What follows belongs to an exercise in optimizing a design on an open flow for small area; a production flow would make more cautious choices.
In this exercise RTL edits were held to simulation tests only and were not proved equivalent to the original.
In this run the design's own scripts or RTL, not TritonCTS, make the clock network.
The clock input has no modelled driver; a real chip could not lean on it and would need a root buffer or a full tree.
No activity file was given, so power comes from the tool's default toggle rates.

==> design/flow/design.v <==
module PIEZO_reality_and_damedame(RESETN, CLK_1MHZ, A, T, SONG);
  input RESETN, CLK_1MHZ, A, T;
  output SONG;
  reg h1; reg [5:0] j1; reg b1, g1n, z1; reg [18:0] s1; reg [1:0] u1; reg [10:0] c1;
  reg [7:0] p2; reg b2, g2n, z2; reg [17:0] s2; reg [10:0] c2;
  wire [5:0] i1 = j1 ^ 6'd62;
  wire f1 = ~g1n, f2 = ~g2n;
  reg [3:0] n1id, n2id; reg [1:0] k1;
  reg [10:0] t1, t2; reg r1, r2;
  always @(*) begin
    case ({h1, i1})
      7'd0: begin n1id = 4'd5; k1 = 2'd2; end
      7'd1: begin n1id = 4'd8; k1 = 2'd0; end
      7'd2: begin n1id = 4'd9; k1 = 2'd0; end
      7'd3: begin n1id = 4'd5; k1 = 2'd1; end
      7'd4: begin n1id = 4'd1; k1 = 2'd0; end
      7'd5: begin n1id = 4'd11; k1 = 2'd0; end
      7'd6: begin n1id = 4'd5; k1 = 2'd1; end
      7'd7: begin n1id = 4'd0; k1 = 2'd0; end
      7'd8: begin n1id = 4'd12; k1 = 2'd0; end
      7'd9: begin n1id = 4'd9; k1 = 2'd0; end
      7'd10: begin n1id = 4'd5; k1 = 2'd1; end
      7'd11: begin n1id = 4'd1; k1 = 2'd0; end
      7'd12: begin n1id = 4'd11; k1 = 2'd0; end
      7'd13: begin n1id = 4'd5; k1 = 2'd3; end
      7'd14: begin n1id = 4'd3; k1 = 2'd2; end
      7'd15: begin n1id = 4'd4; k1 = 2'd0; end
      7'd16: begin n1id = 4'd5; k1 = 2'd3; end
      7'd17: begin n1id = 4'd0; k1 = 2'd0; end
      7'd18: begin n1id = 4'd8; k1 = 2'd0; end
      7'd19: begin n1id = 4'd10; k1 = 2'd0; end
      7'd20: begin n1id = 4'd11; k1 = 2'd0; end
      7'd21: begin n1id = 4'd5; k1 = 2'd0; end
      7'd22: begin n1id = 4'd1; k1 = 2'd1; end
      7'd23: begin n1id = 4'd2; k1 = 2'd0; end
      7'd24: begin n1id = 4'd1; k1 = 2'd1; end
      7'd25: begin n1id = 4'd0; k1 = 2'd0; end
      7'd26: begin n1id = 4'd8; k1 = 2'd0; end
      7'd27: begin n1id = 4'd4; k1 = 2'd0; end
      7'd28: begin n1id = 4'd7; k1 = 2'd1; end
      7'd29: begin n1id = 4'd13; k1 = 2'd0; end
      7'd30: begin n1id = 4'd7; k1 = 2'd1; end
      7'd31: begin n1id = 4'd0; k1 = 2'd0; end
      7'd32: begin n1id = 4'd11; k1 = 2'd0; end
      7'd33: begin n1id = 4'd7; k1 = 2'd0; end
      7'd34: begin n1id = 4'd9; k1 = 2'd1; end
      7'd35: begin n1id = 4'd5; k1 = 2'd0; end
      7'd36: begin n1id = 4'd9; k1 = 2'd2; end
      7'd37: begin n1id = 4'd5; k1 = 2'd0; end
      7'd38: begin n1id = 4'd1; k1 = 2'd3; end
      7'd39: begin n1id = 4'd0; k1 = 2'd1; end
      7'd40: begin n1id = 4'd0; k1 = 2'd0; end
      7'd41: begin n1id = 4'd0; k1 = 2'd0; end
      7'd42: begin n1id = 4'd0; k1 = 2'd0; end
      7'd43: begin n1id = 4'd0; k1 = 2'd0; end
      7'd44: begin n1id = 4'd0; k1 = 2'd0; end
      7'd45: begin n1id = 4'd0; k1 = 2'd0; end
      7'd46: begin n1id = 4'd0; k1 = 2'd0; end
      7'd47: begin n1id = 4'd0; k1 = 2'd0; end
      7'd48: begin n1id = 4'd0; k1 = 2'd0; end
      7'd49: begin n1id = 4'd0; k1 = 2'd0; end
      7'd50: begin n1id = 4'd0; k1 = 2'd0; end
      7'd51: begin n1id = 4'd0; k1 = 2'd0; end
      7'd52: begin n1id = 4'd0; k1 = 2'd0; end
      7'd53: begin n1id = 4'd0; k1 = 2'd0; end
      7'd54: begin n1id = 4'd0; k1 = 2'd0; end
      7'd55: begin n1id = 4'd0; k1 = 2'd0; end
      7'd56: begin n1id = 4'd0; k1 = 2'd0; end
      7'd57: begin n1id = 4'd0; k1 = 2'd0; end
      7'd58: begin n1id = 4'd0; k1 = 2'd0; end
      7'd59: begin n1id = 4'd0; k1 = 2'd0; end
      7'd60: begin n1id = 4'd0; k1 = 2'd0; end
      7'd61: begin n1id = 4'd0; k1 = 2'd0; end
      7'd62: begin n1id = 4'd0; k1 = 2'd0; end
      7'd63: begin n1id = 4'd0; k1 = 2'd0; end
      7'd64: begin n1id = 4'd5; k1 = 2'd2; end
      7'd65: begin n1id = 4'd8; k1 = 2'd0; end
      7'd66: begin n1id = 4'd9; k1 = 2'd0; end
      7'd67: begin n1id = 4'd5; k1 = 2'd1; end
      7'd68: begin n1id = 4'd1; k1 = 2'd0; end
      7'd69: begin n1id = 4'd11; k1 = 2'd0; end
      7'd70: begin n1id = 4'd5; k1 = 2'd1; end
      7'd71: begin n1id = 4'd0; k1 = 2'd0; end
      7'd72: begin n1id = 4'd12; k1 = 2'd0; end
      7'd73: begin n1id = 4'd9; k1 = 2'd0; end
      7'd74: begin n1id = 4'd5; k1 = 2'd1; end
      7'd75: begin n1id = 4'd1; k1 = 2'd0; end
      7'd76: begin n1id = 4'd11; k1 = 2'd0; end
      7'd77: begin n1id = 4'd5; k1 = 2'd3; end
      7'd78: begin n1id = 4'd3; k1 = 2'd2; end
      7'd79: begin n1id = 4'd4; k1 = 2'd0; end
      7'd80: begin n1id = 4'd5; k1 = 2'd3; end
      7'd81: begin n1id = 4'd0; k1 = 2'd0; end
      7'd82: begin n1id = 4'd8; k1 = 2'd0; end
      7'd83: begin n1id = 4'd10; k1 = 2'd0; end
      7'd84: begin n1id = 4'd11; k1 = 2'd0; end
      7'd85: begin n1id = 4'd5; k1 = 2'd0; end
      7'd86: begin n1id = 4'd1; k1 = 2'd1; end
      7'd87: begin n1id = 4'd2; k1 = 2'd0; end
      7'd88: begin n1id = 4'd1; k1 = 2'd1; end
      7'd89: begin n1id = 4'd0; k1 = 2'd0; end
      7'd90: begin n1id = 4'd8; k1 = 2'd0; end
      7'd91: begin n1id = 4'd4; k1 = 2'd0; end
      7'd92: begin n1id = 4'd7; k1 = 2'd1; end
      7'd93: begin n1id = 4'd13; k1 = 2'd0; end
      7'd94: begin n1id = 4'd7; k1 = 2'd1; end
      7'd95: begin n1id = 4'd0; k1 = 2'd0; end
      7'd96: begin n1id = 4'd11; k1 = 2'd0; end
      7'd97: begin n1id = 4'd7; k1 = 2'd0; end
      7'd98: begin n1id = 4'd9; k1 = 2'd1; end
      7'd99: begin n1id = 4'd5; k1 = 2'd0; end
      7'd100: begin n1id = 4'd1; k1 = 2'd2; end
      7'd101: begin n1id = 4'd11; k1 = 2'd1; end
      7'd102: begin n1id = 4'd11; k1 = 2'd3; end
      7'd103: begin n1id = 4'd0; k1 = 2'd1; end
      7'd104: begin n1id = 4'd0; k1 = 2'd0; end
      7'd105: begin n1id = 4'd0; k1 = 2'd0; end
      7'd106: begin n1id = 4'd0; k1 = 2'd0; end
      7'd107: begin n1id = 4'd0; k1 = 2'd0; end
      7'd108: begin n1id = 4'd0; k1 = 2'd0; end
      7'd109: begin n1id = 4'd0; k1 = 2'd0; end
      7'd110: begin n1id = 4'd0; k1 = 2'd0; end
      7'd111: begin n1id = 4'd0; k1 = 2'd0; end
      7'd112: begin n1id = 4'd0; k1 = 2'd0; end
      7'd113: begin n1id = 4'd0; k1 = 2'd0; end
      7'd114: begin n1id = 4'd0; k1 = 2'd0; end
      7'd115: begin n1id = 4'd0; k1 = 2'd0; end
      7'd116: begin n1id = 4'd0; k1 = 2'd0; end
      7'd117: begin n1id = 4'd0; k1 = 2'd0; end
      7'd118: begin n1id = 4'd0; k1 = 2'd0; end
      7'd119: begin n1id = 4'd0; k1 = 2'd0; end
      7'd120: begin n1id = 4'd0; k1 = 2'd0; end
      7'd121: begin n1id = 4'd0; k1 = 2'd0; end
      7'd122: begin n1id = 4'd0; k1 = 2'd0; end
      7'd123: begin n1id = 4'd0; k1 = 2'd0; end
      7'd124: begin n1id = 4'd0; k1 = 2'd0; end
      7'd125: begin n1id = 4'd0; k1 = 2'd0; end
      7'd126: begin n1id = 4'd0; k1 = 2'd0; end
      7'd127: begin n1id = 4'd0; k1 = 2'd0; end
    endcase
  end
  always @(*) begin
    case (n1id)
      4'd0: begin r1 = 1'b1; t1 = 11'd375; end   
      4'd1: begin r1 = 1'b0; t1 = 11'd259; end   
      4'd2: begin r1 = 1'b0; t1 = 11'd832; end   
      4'd3: begin r1 = 1'b0; t1 = 11'd427; end   
      4'd4: begin r1 = 1'b0; t1 = 11'd375; end   
      4'd5: begin r1 = 1'b0; t1 = 11'd544; end   
      4'd6: begin r1 = 1'b0; t1 = 11'd0; end
      4'd7: begin r1 = 1'b0; t1 = 11'd514; end   
      4'd8: begin r1 = 1'b0; t1 = 11'd1886; end   
      4'd9: begin r1 = 1'b0; t1 = 11'd330; end   
      4'd10: begin r1 = 1'b0; t1 = 11'd1644; end   
      4'd11: begin r1 = 1'b0; t1 = 11'd1485; end   
      4'd12: begin r1 = 1'b0; t1 = 11'd856; end   
      4'd13: begin r1 = 1'b0; t1 = 11'd1617; end   
      4'd14: begin r1 = 1'b0; t1 = 11'd0; end
      4'd15: begin r1 = 1'b0; t1 = 11'd0; end
    endcase
  end
  always @(*) begin
    case (p2)
      8'd0: n2id = 4'd2;
      8'd1: n2id = 4'd2;
      8'd2: n2id = 4'd0;
      8'd3: n2id = 4'd4;
      8'd4: n2id = 4'd0;
      8'd5: n2id = 4'd1;
      8'd6: n2id = 4'd1;
      8'd7: n2id = 4'd1;
      8'd8: n2id = 4'd1;
      8'd9: n2id = 4'd1;
      8'd10: n2id = 4'd2;
      8'd11: n2id = 4'd0;
      8'd12: n2id = 4'd0;
      8'd13: n2id = 4'd5;
      8'd14: n2id = 4'd5;
      8'd15: n2id = 4'd5;
      8'd16: n2id = 4'd5;
      8'd17: n2id = 4'd0;
      8'd18: n2id = 4'd0;
      8'd19: n2id = 4'd4;
      8'd20: n2id = 4'd4;
      8'd21: n2id = 4'd3;
      8'd22: n2id = 4'd6;
      8'd23: n2id = 4'd6;
      8'd24: n2id = 4'd6;
      8'd25: n2id = 4'd6;
      8'd26: n2id = 4'd6;
      8'd27: n2id = 4'd6;
      8'd28: n2id = 4'd6;
      8'd29: n2id = 4'd2;
      8'd30: n2id = 4'd2;
      8'd31: n2id = 4'd2;
      8'd32: n2id = 4'd2;
      8'd33: n2id = 4'd6;
      8'd34: n2id = 4'd7;
      8'd35: n2id = 4'd15;
      8'd36: n2id = 4'd7;
      8'd37: n2id = 4'd7;
      8'd38: n2id = 4'd7;
      8'd39: n2id = 4'd7;
      8'd40: n2id = 4'd7;
      8'd41: n2id = 4'd2;
      8'd42: n2id = 4'd2;
      8'd43: n2id = 4'd3;
      8'd44: n2id = 4'd3;
      8'd45: n2id = 4'd5;
      8'd46: n2id = 4'd5;
      8'd47: n2id = 4'd5;
      8'd48: n2id = 4'd5;
      8'd49: n2id = 4'd1;
      8'd50: n2id = 4'd1;
      8'd51: n2id = 4'd5;
      8'd52: n2id = 4'd5;
      8'd53: n2id = 4'd4;
      8'd54: n2id = 4'd0;
      8'd55: n2id = 4'd0;
      8'd56: n2id = 4'd0;
      8'd57: n2id = 4'd0;
      8'd58: n2id = 4'd0;
      8'd59: n2id = 4'd0;
      8'd60: n2id = 4'd0;
      8'd61: n2id = 4'd2;
      8'd62: n2id = 4'd2;
      8'd63: n2id = 4'd2;
      8'd64: n2id = 4'd2;
      8'd65: n2id = 4'd0;
      8'd66: n2id = 4'd4;
      8'd67: n2id = 4'd0;
      8'd68: n2id = 4'd1;
      8'd69: n2id = 4'd1;
      8'd70: n2id = 4'd1;
      8'd71: n2id = 4'd1;
      8'd72: n2id = 4'd1;
      8'd73: n2id = 4'd2;
      8'd74: n2id = 4'd2;
      8'd75: n2id = 4'd3;
      8'd76: n2id = 4'd5;
      8'd77: n2id = 4'd0;
      8'd78: n2id = 4'd0;
      8'd79: n2id = 4'd0;
      8'd80: n2id = 4'd0;
      8'd81: n2id = 4'd4;
      8'd82: n2id = 4'd4;
      8'd83: n2id = 4'd4;
      8'd84: n2id = 4'd4;
      8'd85: n2id = 4'd6;
      8'd86: n2id = 4'd6;
      8'd87: n2id = 4'd4;
      8'd88: n2id = 4'd4;
      8'd89: n2id = 4'd0;
      8'd90: n2id = 4'd0;
      8'd91: n2id = 4'd0;
      8'd92: n2id = 4'd0;
      8'd93: n2id = 4'd0;
      8'd94: n2id = 4'd0;
      8'd95: n2id = 4'd2;
      8'd96: n2id = 4'd2;
      8'd97: n2id = 4'd2;
      8'd98: n2id = 4'd2;
      8'd99: n2id = 4'd15;
      8'd100: n2id = 4'd7;
      8'd101: n2id = 4'd6;
      8'd102: n2id = 4'd7;
      8'd103: n2id = 4'd0;
      8'd104: n2id = 4'd0;
      8'd105: n2id = 4'd0;
      8'd106: n2id = 4'd0;
      8'd107: n2id = 4'd0;
      8'd108: n2id = 4'd0;
      8'd109: n2id = 4'd2;
      8'd110: n2id = 4'd2;
      8'd111: n2id = 4'd2;
      8'd112: n2id = 4'd2;
      8'd113: n2id = 4'd2;
      8'd114: n2id = 4'd2;
      8'd115: n2id = 4'd15;
      8'd116: n2id = 4'd7;
      8'd117: n2id = 4'd6;
      8'd118: n2id = 4'd7;
      8'd119: n2id = 4'd4;
      8'd120: n2id = 4'd4;
      8'd121: n2id = 4'd4;
      8'd122: n2id = 4'd4;
      8'd123: n2id = 4'd4;
      8'd124: n2id = 4'd4;
      8'd125: n2id = 4'd2;
      8'd126: n2id = 4'd2;
      8'd127: n2id = 4'd2;
      8'd128: n2id = 4'd2;
      8'd129: n2id = 4'd4;
      8'd130: n2id = 4'd0;
      8'd131: n2id = 4'd5;
      8'd132: n2id = 4'd0;
      8'd133: n2id = 4'd0;
      8'd134: n2id = 4'd0;
      8'd135: n2id = 4'd0;
      8'd136: n2id = 4'd0;
      8'd137: n2id = 4'd0;
      8'd138: n2id = 4'd0;
      8'd139: n2id = 4'd0;
      8'd140: n2id = 4'd0;
      8'd141: n2id = 4'd0;
      8'd142: n2id = 4'd0;
      8'd143: n2id = 4'd0;
      8'd144: n2id = 4'd0;
      8'd145: n2id = 4'd0;
      8'd146: n2id = 4'd0;
      8'd147: n2id = 4'd0;
      8'd148: n2id = 4'd0;
      8'd149: n2id = 4'd0;
      8'd150: n2id = 4'd0;
      8'd151: n2id = 4'd0;
      8'd152: n2id = 4'd0;
      8'd153: n2id = 4'd0;
      8'd154: n2id = 4'd0;
      8'd155: n2id = 4'd0;
      8'd156: n2id = 4'd0;
      8'd157: n2id = 4'd0;
      8'd158: n2id = 4'd0;
      8'd159: n2id = 4'd0;
      8'd160: n2id = 4'd0;
      8'd161: n2id = 4'd0;
      8'd162: n2id = 4'd0;
      8'd163: n2id = 4'd0;
      8'd164: n2id = 4'd0;
      8'd165: n2id = 4'd0;
      8'd166: n2id = 4'd0;
      8'd167: n2id = 4'd0;
      8'd168: n2id = 4'd0;
      8'd169: n2id = 4'd0;
      8'd170: n2id = 4'd0;
      8'd171: n2id = 4'd0;
      8'd172: n2id = 4'd0;
      8'd173: n2id = 4'd0;
      8'd174: n2id = 4'd0;
      8'd175: n2id = 4'd0;
      8'd176: n2id = 4'd0;
      8'd177: n2id = 4'd0;
      8'd178: n2id = 4'd0;
      8'd179: n2id = 4'd0;
      8'd180: n2id = 4'd0;
      8'd181: n2id = 4'd0;
      8'd182: n2id = 4'd0;
      8'd183: n2id = 4'd0;
      8'd184: n2id = 4'd0;
      8'd185: n2id = 4'd0;
      8'd186: n2id = 4'd0;
      8'd187: n2id = 4'd0;
      8'd188: n2id = 4'd0;
      8'd189: n2id = 4'd0;
      8'd190: n2id = 4'd0;
      8'd191: n2id = 4'd0;
      8'd192: n2id = 4'd0;
      8'd193: n2id = 4'd0;
      8'd194: n2id = 4'd0;
      8'd195: n2id = 4'd0;
      8'd196: n2id = 4'd0;
      8'd197: n2id = 4'd0;
      8'd198: n2id = 4'd0;
      8'd199: n2id = 4'd0;
      8'd200: n2id = 4'd0;
      8'd201: n2id = 4'd0;
      8'd202: n2id = 4'd0;
      8'd203: n2id = 4'd0;
      8'd204: n2id = 4'd0;
      8'd205: n2id = 4'd0;
      8'd206: n2id = 4'd0;
      8'd207: n2id = 4'd0;
      8'd208: n2id = 4'd0;
      8'd209: n2id = 4'd0;
      8'd210: n2id = 4'd0;
      8'd211: n2id = 4'd0;
      8'd212: n2id = 4'd0;
      8'd213: n2id = 4'd0;
      8'd214: n2id = 4'd0;
      8'd215: n2id = 4'd0;
      8'd216: n2id = 4'd0;
      8'd217: n2id = 4'd0;
      8'd218: n2id = 4'd0;
      8'd219: n2id = 4'd0;
      8'd220: n2id = 4'd0;
      8'd221: n2id = 4'd0;
      8'd222: n2id = 4'd0;
      8'd223: n2id = 4'd0;
      8'd224: n2id = 4'd0;
      8'd225: n2id = 4'd0;
      8'd226: n2id = 4'd0;
      8'd227: n2id = 4'd0;
      8'd228: n2id = 4'd0;
      8'd229: n2id = 4'd0;
      8'd230: n2id = 4'd0;
      8'd231: n2id = 4'd0;
      8'd232: n2id = 4'd0;
      8'd233: n2id = 4'd0;
      8'd234: n2id = 4'd0;
      8'd235: n2id = 4'd0;
      8'd236: n2id = 4'd0;
      8'd237: n2id = 4'd0;
      8'd238: n2id = 4'd0;
      8'd239: n2id = 4'd0;
      8'd240: n2id = 4'd0;
      8'd241: n2id = 4'd0;
      8'd242: n2id = 4'd0;
      8'd243: n2id = 4'd0;
      8'd244: n2id = 4'd0;
      8'd245: n2id = 4'd0;
      8'd246: n2id = 4'd0;
      8'd247: n2id = 4'd0;
      8'd248: n2id = 4'd0;
      8'd249: n2id = 4'd0;
      8'd250: n2id = 4'd0;
      8'd251: n2id = 4'd0;
      8'd252: n2id = 4'd0;
      8'd253: n2id = 4'd0;
      8'd254: n2id = 4'd0;
      8'd255: n2id = 4'd0;
    endcase
  end
  always @(*) begin
    case (n2id)
      4'd0: begin r2 = 1'b0; t2 = 11'd330; end   
      4'd1: begin r2 = 1'b0; t2 = 11'd375; end   
      4'd2: begin r2 = 1'b1; t2 = 11'd0; end   
      4'd3: begin r2 = 1'b0; t2 = 11'd259; end   
      4'd4: begin r2 = 1'b0; t2 = 11'd514; end   
      4'd5: begin r2 = 1'b0; t2 = 11'd544; end   
      4'd6: begin r2 = 1'b0; t2 = 11'd1485; end   
      4'd7: begin r2 = 1'b0; t2 = 11'd1645; end   
      4'd8: begin r2 = 1'b0; t2 = 11'd0; end
      4'd9: begin r2 = 1'b0; t2 = 11'd0; end
      4'd10: begin r2 = 1'b0; t2 = 11'd0; end
      4'd11: begin r2 = 1'b0; t2 = 11'd0; end
      4'd12: begin r2 = 1'b0; t2 = 11'd0; end
      4'd13: begin r2 = 1'b0; t2 = 11'd0; end
      4'd14: begin r2 = 1'b0; t2 = 11'd0; end
      4'd15: begin r2 = 1'b0; t2 = 11'd1886; end   
    endcase
  end
  assign SONG = (A & ~T) ? b1 : ((~A & T) ? b2 : 1'b0);
  wire e1 = h1 & i1[5] & i1[3];                    
  wire w1 = ~s1[18] & ~s1[17] & ~s1[16] & ~s1[15] & s1[14] & ~s1[13] & ~s1[11] & ~s1[9] & s1[8] & ~s1[7] & ~s1[6] & s1[5] & s1[4] & ~s1[3] & s1[1] & ~s1[0];
  wire n1 = ~f1 & w1 & (u1 == k1);                
  wire m1 = z1 | (~f1 & (c1 == t1));               
  wire e2 = p2[7] & p2[2] & p2[0];                  
  wire l1 = w1 | f1;
  wire g1 = m1 | f1;
  always @(negedge RESETN or posedge CLK_1MHZ)
    if (!RESETN) begin
      h1 <= 1'b0; j1 <= 6'd0; b1 <= 1'b0; g1n <= 1'b0;
    end else if (!A || e1) begin
      h1 <= 1'b0; j1 <= 6'd0; b1 <= 1'b0; g1n <= 1'b0;
    end else begin
      g1n <= ~n1;
      if (n1) begin
        if (!h1 && i1[5] && !i1[4] && i1[2:0] == 3'd7) begin h1 <= 1'b1; j1 <= 6'd62; end   
        else j1 <= (i1 + 6'd1) ^ 6'd62;
      end else if (m1) b1 <= ~b1;
    end
  always @(posedge CLK_1MHZ) begin
    z1 <= e2 | r1;
    s1 <= l1 ? 19'd0 : {~s1[17:0], (s1[18] ^ s1[12])};
    if (f1) u1 <= 2'd0; else if (w1) u1 <= u1 + 2'd1;
    c1[10:1] <= g1 ? 10'b0101010101 : ~c1[9:0];
    c1[0] <= m1 ? 1'b0 : (f1 ? 1'b1 : ~(c1[10] ^ c1[8]));
  end
  wire w2 = (s2 == 18'd19070);                  
  wire n2 = ~f2 & w2;
  wire m2 = z2 | (~f2 & (c2 == t2));
  wire l2 = w2 | f2;
  wire g2 = m2 | f2;
  always @(negedge RESETN or posedge CLK_1MHZ)
    if (!RESETN) begin
      p2 <= 8'd0; b2 <= 1'b0; g2n <= 1'b0;
    end else if (!T) begin
      p2 <= 8'd0; b2 <= 1'b0; g2n <= 1'b0;
    end else if (e2) begin
      p2 <= 8'd0; g2n <= 1'b0;
    end else begin
      g2n <= ~n2;
      if (n2) p2 <= p2 + 8'd1;
      else if (m2) b2 <= ~b2;
    end
  always @(posedge CLK_1MHZ) begin
    z2 <= r2;
    s2 <= l2 ? 18'd0 : {~s2[16:0], (s2[17] ^ s2[10])};
    c2[10:1] <= g2 ? 10'b0101010101 : ~c2[9:0];
    c2[0] <= m2 ? 1'b0 : (f2 ? 1'b1 : ~(c2[10] ^ c2[8]));
  end
endmodule
==> design/flow/flow/run.sh <==
#!/bin/bash
# The standard layout (standard.sh) with two synthesis changes, both in the
# combinational mapping only (registers are mapped before either step, so they
# are the standard synthesis's registers, same names and cell types):
#  - ABC maps with an area-oriented script (flow/abc_area.script) in place of
#    ORFS's delay-oriented one;
#  - Yosys's half/full-adder extraction (extract_fa) is skipped, so ABC sees
#    the adder logic as plain gates.
# and two layout changes:
#  - the clock tree is flow/clock_buffer.tcl (the clock port drives three
#    buf_12 cells, each driving a third of the flip-flops) in place of
#    TritonCTS's H-tree; the rest of ORFS's CTS step (timing repair,
#    legalisation) runs as usual;
#  - the port buffers that ORFS inserts on every input and output are buf_1
#    cells (BUFFER_PORTS_ARGS) rather than the cell buffer_ports picks.
# Every other step is ORFS's own, run through standard.sh's make command.
set -euo pipefail
HERE=$(pwd)
rm -rf "$HERE/scripts_custom"
cp -r "$FLOW_HOME/scripts" "$HERE/scripts_custom"
cp "$HERE/flow/abc_area.script" "$HERE/scripts_custom/abc_area.script"
awk '/# extract the full adders/ {skip=1} /dont_use_after_adder_step/ {skip=0} !skip' \
  "$FLOW_HOME/scripts/synth.tcl" > "$HERE/scripts_custom/synth.tcl"
! grep -q extract_fa "$HERE/scripts_custom/synth.tcl"
# clock tree: flow/clock_buffer.tcl in place of TritonCTS's clock_tree_synthesis
grep -q '^log_cmd clock_tree_synthesis {\*}\$cts_args$' "$FLOW_HOME/scripts/cts.tcl"
sed "s|^log_cmd clock_tree_synthesis {\*}\$cts_args$|source $HERE/flow/clock_buffer.tcl|" \
  "$FLOW_HOME/scripts/cts.tcl" > "$HERE/scripts_custom/cts.tcl"
grep -q "source $HERE/flow/clock_buffer.tcl" "$HERE/scripts_custom/cts.tcl"
sed "s|make -C \([^ ]*\) |make -C \1 SCRIPTS_DIR=$HERE/scripts_custom ABC_AREA=1 BUFFER_PORTS_ARGS='-buffer_cell sky130_fd_sc_hd__buf_1' |" standard.sh > custom.sh
grep -q "SCRIPTS_DIR=$HERE/scripts_custom" custom.sh
bash custom.sh synth > synth.log 2>&1
bash custom.sh > layout.log 2>&1
test -s out/final.def
==> design/flow/flow/abc_area.script <==
strash
dc2
balance
rewrite
refactor
balance
rewrite
rewrite -z
balance
refactor -z
rewrite -z
balance
&get -n
&deepsyn -T 60 -S 3
&put
balance
rewrite
refactor
balance
rewrite
rewrite -z
balance
refactor -z
rewrite -z
balance
&get -n
&deepsyn -T 60 -S 11
&put
dch -f
amap
==> design/flow/flow/clock_buffer.tcl <==
# Clock buffering in place of TritonCTS's H-tree, for this small design: the
# clock port drives nx * ny clock buffers; the flip-flops are split into an
# nx-by-ny grid of equal-sized groups (by x, then by y within each column) and
# each group is driven by one buffer placed at the group's centroid.
set nx 3
set ny 1
set bufcell sky130_fd_sc_hd__buf_12
set block [ord::get_db_block]
set db [ord::get_db]
set clk_port_net [$block findNet CLK_1MHZ]
set master [$db findMaster $bufcell]
set sinks {}
foreach it [$clk_port_net getITerms] {
  set xy [$it getAvgXY]
  lappend sinks [list [lindex $xy 1] [lindex $xy 2] $it]
}
set sinks [lsort -real -index 0 $sinks]
set n [llength $sinks]
puts "clock_buffer: $n sinks, [expr {$nx * $ny}] x $bufcell"
set b 0
for {set i 0} {$i < $nx} {incr i} {
  set col [lrange $sinks [expr {$i * $n / $nx}] [expr {($i + 1) * $n / $nx - 1}]]
  set col [lsort -real -index 1 $col]
  set m [llength $col]
  for {set j 0} {$j < $ny} {incr j} {
    set grp [lrange $col [expr {$j * $m / $ny}] [expr {($j + 1) * $m / $ny - 1}]]
    set inst [odb::dbInst_create $block $master "clkbuf_${b}_CLK_1MHZ"]
    set net [odb::dbNet_create $block "clknet_${b}_CLK_1MHZ"]
    $net setSigType CLOCK
    set sx 0; set sy 0
    foreach s $grp {
      set it [lindex $s 2]
      $it disconnect
      $it connect $net
      set sx [expr {$sx + [lindex $s 0]}]
      set sy [expr {$sy + [lindex $s 1]}]
    }
    [$inst findITerm A] connect $clk_port_net
    [$inst findITerm X] connect $net
    $inst setLocation [expr {int($sx / [llength $grp])}] [expr {int($sy / [llength $grp])}]
    $inst setPlacementStatus PLACED
    incr b
  }
}
$clk_port_net setSigType CLOCK
set_propagated_clock [all_clocks]
==> design/flow/standard.sh <==
#!/bin/bash
# synth_recipe.tcl (not shown) runs the flow's synth.tcl, then flattens the netlist and writes it again
# the make line also repeats each setting of config.mk as NAME=value (left out here)
make -C /OpenROAD-flow-scripts/flow DESIGN_CONFIG=/design/flow/config.mk WORK_HOME=/design/flow/orfs CLKGATE_MAP_FILE= SYNTH_SCRIPT=/design/flow/synth_recipe.tcl "${@:-finish}"
==> design/flow/config.mk <==
export PLATFORM = sky130hd
export DESIGN_NAME = PIEZO_reality_and_damedame
export DESIGN_NICKNAME = PIEZO_reality_and_damedame
export VERILOG_FILES = /design/flow/design.v
export SDC_FILE = /design/flow/constraint.sdc
export NUM_CORES = 4
export LEC_CHECK = 0
export ABC_AREA = 1
export CAP_MARGIN = 20
export CORE_MARGIN = 2
export CORE_UTILIZATION = 40
export SLEW_MARGIN = 20
==> design/flow/constraint.sdc <==
create_clock -name core_clock -period 10.0 [get_ports {CLK_1MHZ}]
set_input_delay 2.0000 -clock core_clock [delete_from_list [all_inputs] [get_ports {CLK_1MHZ}]]
set_output_delay 2.0000 -clock core_clock [all_outputs]
set_load 0.01 [all_outputs]
==> summary.txt <==
## worst min path at each step
stage	to	startpoint	cells past startpoint
final	s1[11]$_SDFF_PP0_	s1[10]$_SDFF_PP0_	1
after global routing	s1[11]$_SDFF_PP0_	s1[10]$_SDFF_PP0_	1
after CTS	s1[11]$_SDFF_PP0_	s1[10]$_SDFF_PP0_	1
after detailed placement	s1[11]$_SDFF_PP0_	s1[10]$_SDFF_PP0_	1
after global placement	s1[11]$_SDFF_PP0_	s1[10]$_SDFF_PP0_	1
after floorplan	s1[11]$_SDFF_PP0_	s1[10]$_SDFF_PP0_	1
## layer usage
metal / share of wire, % / track usage [%] / wire (um)
met1: 51 / 21.32 / 3704
met2: 46 / 26.11 / 3370
met3: 2.5 / 0.7874 / 185
met4: 0.75 / 1.475 / 55
met5: 0 / 0 / 0
## area by class of cell
type | count | area [sq um]
repair buffers | 4 | 16.27
plain buffers | 3 | 60.06
inverters | 49 | 183.9
flip-flops and latches | 82 | 1737
fillers | 918 | 4903
well taps | 108 | 135.1
multi-input cells | 325 | 1643
## through the flow
| step | setup WS, ps | hold WS (ps) | total power [mW] | utilization, % |
|---|---|---|---|---|
| after global placement | 5508 | 371.8 | 0.3677 | 42.79 |
| after CTS | 5476 | 392.5 | 0.4977 | 43.48 |
| after floorplan | 5695 | 368.2 | 0.3617 | - |
| final | 5457 | 390.0 | 0.4896 | 43.50 |
| after detailed placement | 5480 | 375.8 | 0.3685 | 42.79 |
| after global routing | 5033 | 399.1 | 0.5115 | 43.50 |
## synth_stat cells (3+ instances only)
cell type and instances:
clkinv_1 49, nand2_1 31, a21oi_1 21, a2111oi_0 3, o22ai_1 16, nor3_1 24, o311ai_0 3, o21ai_0 32
or4b_1 4, nand3_1 17, a221oi_1 4, or2_0 4, a211oi_1 6, dfrtp_1 19, dfxtp_1 63, a31oi_1 8
o32ai_1 3, nor2_1 119, o21a_1 3
## placed cells by master, fill, tap and decap left out, types with 2 or more instances in the layout
| cell type | instances |
|---|---|
| nor3_1 | 24 |
| o22ai_1 | 16 |
| nand2_1 | 31 |
| a221oi_1 | 4 |
| o32ai_1 | 3 |
| a211oi_1 | 6 |
| xnor2_1 | 2 |
| nor4_1 | 2 |
| buf_12 | 3 |
| a2111oi_0 | 3 |
| o311ai_0 | 3 |
| clkinv_1 | 49 |
| nor2_1 | 119 |
| o21a_1 | 3 |
| nor2b_1 | 2 |
| nand4b_1 | 2 |
| o21ai_0 | 32 |
| nand3_1 | 17 |
| a31oi_1 | 8 |
| o31ai_1 | 2 |
| buf_1 | 3 |
| dfrtp_1 | 19 |
| a21oi_1 | 21 |
| or4b_1 | 4 |
| dfxtp_1 | 63 |
| nor4b_1 | 2 |
| nand4_1 | 2 |
| or2_0 | 4 |
| a22oi_1 | 2 |
## worst max-delay path: stages (launching register included)
cell,delay [ps]
dfrtp_1,470
clkinv_1,160
nor2_1,330
clkinv_1,190
nor2_1,250
nand2_1,110
nand2_1,120
a221oi_1,100
o32a_1,340
nor2_1,270
clkinv_1,130
nor2_1,300
o21bai_1,180
o22ai_1,200
nor2_1,60
a21oi_1,120
nor3_1,60
a21oi_1,480
clkinv_1,270
a311oi_1,320
## state kept, by name, indices dropped and copies added (netlist names), 2 cells and up
| register | count |
|---|---|
| c1 | 11 |
| c2 | 11 |
| j1 | 6 |
| p2 | 8 |
| s1 | 19 |
| s2 | 18 |
| u1 | 2 |
## power by group through the flow
stage	clock (mW)	combinational (mW)	sequential, mW
global route	0.146	0.0172	0.348
global placement	0	0.0143	0.353
CTS	0.136	0.0149	0.346
floorplan	0	0.0101	0.352
finish	0.129	0.0144	0.346
detailed placement	0	0.0149	0.354
## cell families (layout without fill, tap and decap cells)
| family | after synthesis | in the layout | share of synthesized area (%) |
|---|---|---|---|
| AO/OA/AOI/OAI | 111 | 111 | 19.59 |
| XOR/XNOR | 3 | 3 | 0.7375 |
| buffers and inverters | 49 | 56 | 5.162 |
| flip-flops | 82 | 82 | 48.74 |
| AND/OR/NAND/NOR | 211 | 211 | 25.77 |
==> flow_metrics.env <==
export IMPL_status="timing/DRC/antenna clean"
export IMPL_grt_pass1_wl_um=12810
export IMPL_via_per_inst=5.410
export IMPL_place_congestion=0.9293
export IMPL_rsz0062_at_grt="false"
export IMPL_fin_area_sq_mm=0.003775
export IMPL_drive_above_1_share_pct=0.8639
export IMPL_grt_max_degree=29
export IMPL_yosysTopAreaCell="dfxtp_1"
export IMPL_grt_overflow_total=0
export IMPL_path_max_fanout=7
export IMPL_p_per_area_mw_per_mm2=129.7
export IMPL_area_delta_synth_final_pct=5.934
export IMPL_startpoint="p2[1]$_DFFE_PN0P_"
export IMPL_synthFlopType="dfxtp_1"
export IMPL_post_cts_setup_buffer_count=0
export IMPL_std_cell_rows=34
export IMPL_critical_path_class="flop to flop"
export IMPL_post_drt_wl_per_cell_um=12.81
export IMPL_setup_viol=0
export IMPL_synthDistinctLibCells=38
export IMPL_placed_cells=568
export IMPL_p_seq_share_pct=70.7
export IMPL_portBuffers=4
export IMPL_crit_required_ps=10040
export IMPL_netlist_top_cells_area="dfxtp_1 35%, dfrtp_1 13%, nor2_1 13%"
export IMPL_drv_slew=0
export IMPL_drt_total_wl_um=7315
export IMPL_start_util_pct=41.06
export IMPL_num_vias=3089
export IMPL_syn_inst=456
export IMPL_clk_latency_ps=140
export IMPL_max_slew_margin_rel_pct=38.74
export IMPL_hold_buffers=0
export IMPL_ant_nets=0
export IMPL_drt_pass1_iter_count=4
export IMPL_min_period_ps=4543
export IMPL_hold_violations=0
export IMPL_ys_seq_area_share_pct=48.74
export IMPL_die_x_um=98.39
export IMPL_first_iter_violations=136
export IMPL_boundaryPins=5
export IMPL_cp_end_kind="flop"
export IMPL_num_antenna_cells=0
export IMPL_fp_dieH_um=98.39
export IMPL_die_area_sq_mm=0.009680
export IMPL_grt_antenna_before_repair=0
export IMPL_arrival_ps=4590
export IMPL_skew_ps=10.35
export IMPL_yosysWarningCount=1
export IMPL_avgSynthCellArea_sq_um=7.815
export IMPL_worst_setup_path_start_kind="flop"
export IMPL_fin_crit_sh_pct=45.43
export IMPL_clkSlewWorstSetupHoldPaths_ps=100
export IMPL_coreArea_sq_mm=0.008678
export IMPL_cap_viol_max_count=0
export IMPL_ctsResizeCount=0
export IMPL_grt_total_usage_pct=14.95
export IMPL_cp_endpoint="b2$_DFFE_PN0P_"
export IMPL_r2r_start="p2[1]$_DFFE_PN0P_"
export IMPL_drcViolationCount=0
export IMPL_internal_power_uw=393.7
export IMPL_synth_edff_count=0
export IMPL_max_freq_ghz=0.2201
export IMPL_p_comb_share_pct=2.9
export IMPL_synth_seq_cells=82
export IMPL_tightest_slew_ps=919.0
export IMPL_fin_cells=571
export IMPL_layout_nets=469
export IMPL_switchingPower_uw=95.89
export IMPL_r2r_end="b2$_DFFE_PN0P_"
export IMPL_synth_nets=460
export IMPL_ir_drop_uv=175.9
export IMPL_first_global_vias=2896
export IMPL_dp_hpwl_um=5626
export IMPL_sw_frac_of_total_pct=19.59
export IMPL_worst_r2r_cell_count=19
export IMPL_syn_area_sq_mm=0.003563
export IMPL_clockPowerShare_pct=26.3
export IMPL_hold_path_class="flop to flop"
export IMPL_synth_top_area_share_pct=35.39
export IMPL_r2r_slack_ps=5460
export IMPL_p_leak_nw=1.379
export IMPL_setup_total_negative_slack_ps=0
export IMPL_postPlaceCellArea_sq_mm=0.003714
export IMPL_synthArstFlopShare_pct=23.17

[port drivers added, routing unchanged]
In the flow no input, the clock included, has a driving cell. The finished layout below was timed again as built, in two steps.
Step 1, drivers: a clkbuf_16 drives CLK_1MHZ and a buf_2 each remaining input, both assumed.
Step 2 adds t to the input delays and takes it off the output delays; t is the mean of the earliest and latest rising clock arrival at the registers after step 1. Input paths then give back, and output paths get back, about the clock's delay inside the block.
a / b / c = ideal ports / drivers / drivers and shift; a / b = the first two.
t, ns: 0.201
setup WS [ns]: 5.457 / 5.453 / 5.453
cell pins on the clock port's net: 3
After both steps this run still meets setup and hold. For this run, drivers alone change the setup slack by -0.004 ns; drivers and shift together by -0.004 ns.
